Source: an optimization exercise on an open RTL-to-GDS flow (aim: small area). Production flows keep margins and buffers that such runs may drop. In this exercise RTL edits were held to simulation tests only and were not proved equivalent to the original.

// life16
module life16(
    input clk,
    input load,
    input [255:0] data,
    output reg [255:0] q);
For scale: ~0.029 mm² of cells after synthesis.
export LEC_CHECK = 0
export CAP_MARGIN = 20
export CORE_MARGIN = 2
export CORE_UTILIZATION = 60
export SLEW_MARGIN = 20
export SYNTH_HIERARCHICAL = 1
create_clock -name core_clock -period 5.0 [get_ports {clk}]
standard.sh (not shown) runs the stock make flow with config.mk's settings and CLKGATE_MAP_FILE= SYNTH_SCRIPT=/design/flow/synth_recipe.tcl, a recipe that flattens the netlist after the stock synthesis.
==> flow/flow/run.sh <==
#!/bin/bash
# Own layout flow, built on the standard ORFS flow (standard.sh):
#  1. the standard synthesis, unchanged;
#  2. every combinational cell of the synthesized netlist swapped for the smallest drive
#     strength of the same cell (downsize.sed; registers are left alone), since the clock
#     period leaves ample slack; the resizer fixes any slew or capacitance limit later;
#  3. the standard layout with minimum-size port buffers (every port still gets one) and a
#     clock tree of small buffers without dummy loads.
set -euo pipefail
R=orfs/results/sky130hd/life16/base
bash standard.sh synth > synth.log 2>&1
sed -i -f flow/downsize.sed $R/1_2_yosys.v
rm -f $R/1_synth.odb $R/1_synth.sdc
bash standard.sh synth > synth_odb.log 2>&1
bash standard.sh \
  "BUFFER_PORTS_ARGS=-buffer_cell sky130_fd_sc_hd__buf_1" \
  "CTS_ARGS=-sink_clustering_enable -repair_clock_nets -dont_use_dummy_load -buf_list {sky130_fd_sc_hd__clkbuf_4} -sink_clustering_size 8 -sink_clustering_max_diameter 50" \
  finish > layout.log 2>&1
Other scripts of this flow, unchanged in this note and not shown: flow/flow/downsize.sed
Next try:
- CORE_UTILIZATION: 60 -> 50
Register-to-register slack barely changes; first-iteration DRC count shrinks by 32%; die area grows by 20%; wire length grows by 2.0%; core utilization shrinks by 11 points; non-clock buffer count grows by 7.
Next try:
- CORE_UTILIZATION: 50 -> 40
After rerunning: The new run ran to the end with no violations. Maximum frequency is higher slightly. Wire length is lower by a few percent. Via count is lower by a few percent. Worst setup slack improved by 0.050 ns. Core utilization is lower by 11 points. Synthesized area is unchanged. Final area is higher slightly. First-iteration DRC count is higher by a few percent.

---

branch juniper:
life16, a different RTL version from the one above (not shown whole).
For scale: about 3500 cells after synthesis, roughly 29000 um2 of cells after synthesis.
export LEC_CHECK = 0
export CAP_MARGIN = 20
export CORE_MARGIN = 2
export CORE_UTILIZATION = 50
export SLEW_MARGIN = 20
export SYNTH_HIERARCHICAL = 1
create_clock -name core_clock -period 5.0 [get_ports {clk}]
==> flow/flow/run.sh <==
#!/bin/bash
# Own layout flow, built on the standard ORFS flow (standard.sh):
#  1. the standard synthesis, unchanged;
#  2. every combinational cell of the synthesized netlist swapped for the smallest drive
#     strength of the same cell (downsize.sed; registers are left alone), since the clock
#     period leaves ample slack; the resizer fixes any slew or capacitance limit later;
#  3. the standard layout with minimum-size port buffers (every port still gets one) and a
#     clock tree of small buffers without dummy loads.
set -euo pipefail
R=orfs/results/sky130hd/life16/base
bash standard.sh synth > synth.log 2>&1
sed -i -f flow/downsize.sed $R/1_2_yosys.v
rm -f $R/1_synth.odb $R/1_synth.sdc
bash standard.sh synth > synth_odb.log 2>&1
bash standard.sh \
  "BUFFER_PORTS_ARGS=-buffer_cell sky130_fd_sc_hd__buf_1" \
  "CTS_ARGS=-sink_clustering_enable -repair_clock_nets -dont_use_dummy_load -buf_list {sky130_fd_sc_hd__clkbuf_8} -sink_clustering_size 16 -sink_clustering_max_diameter 80" \
  finish > layout.log 2>&1
Other scripts of this flow, unchanged in this note and not shown: flow/flow/downsize.sed
Edits applied to the flow inputs when going from branch juniper to branch harbor:
- changing CORE_UTILIZATION from 50 to 40
--- outcome ---
branch harbor gives less clock buffer count in the final layout than branch juniper did.
branch harbor vs. branch juniper: worst setup slack saw a decrease, fmax saw a decrease.
Across both runs, global-route total usage across every layer was lower for branch harbor than for branch juniper.

-- afterwards: timing with drivers on the ports --
Ports are ideal in the flow. The routed layouts listed here were re-timed in OpenROAD. Step 1, drivers: a clkbuf_16 drives clk and a buf_2 each remaining input, both assumed. Step 2 also shifts input and output timing later by t, the mid clock arrival at the registers, as if the neighbouring blocks saw the same clock. a / b / c = ideal ports / drivers / drivers and shift; a / b = the first two.
| run | shift t [ns] | slack for setup (ns) | worst setup path at the end | latest minus earliest clock arrival (ns) |
|---|---|---|---|---|
| the first run of note 1 | 0.875 | 2.206 / 2.147 / 2.376 | input to register | 0.126 / 0.126 |
| the second run of note 1 | 0.884 | 2.229 / 2.168 / 2.447 | register to register | 0.120 / 0.120 |
| the third run of note 1 | 0.881 | 2.279 / 2.224 / 2.358 | input to register | 0.059 / 0.059 |
| branch juniper | 0.658 | 2.513 / 2.448 / 2.426 | input to register | 0.060 / 0.060 |
| branch harbor | 0.732 | 2.438 / 2.373 / 2.317 | input to register | 0.064 / 0.064 |
After both steps every run listed still meets setup and hold. For branch harbor, which loses most, drivers alone change the setup slack by -0.065 ns; drivers and shift together by -0.121 ns.
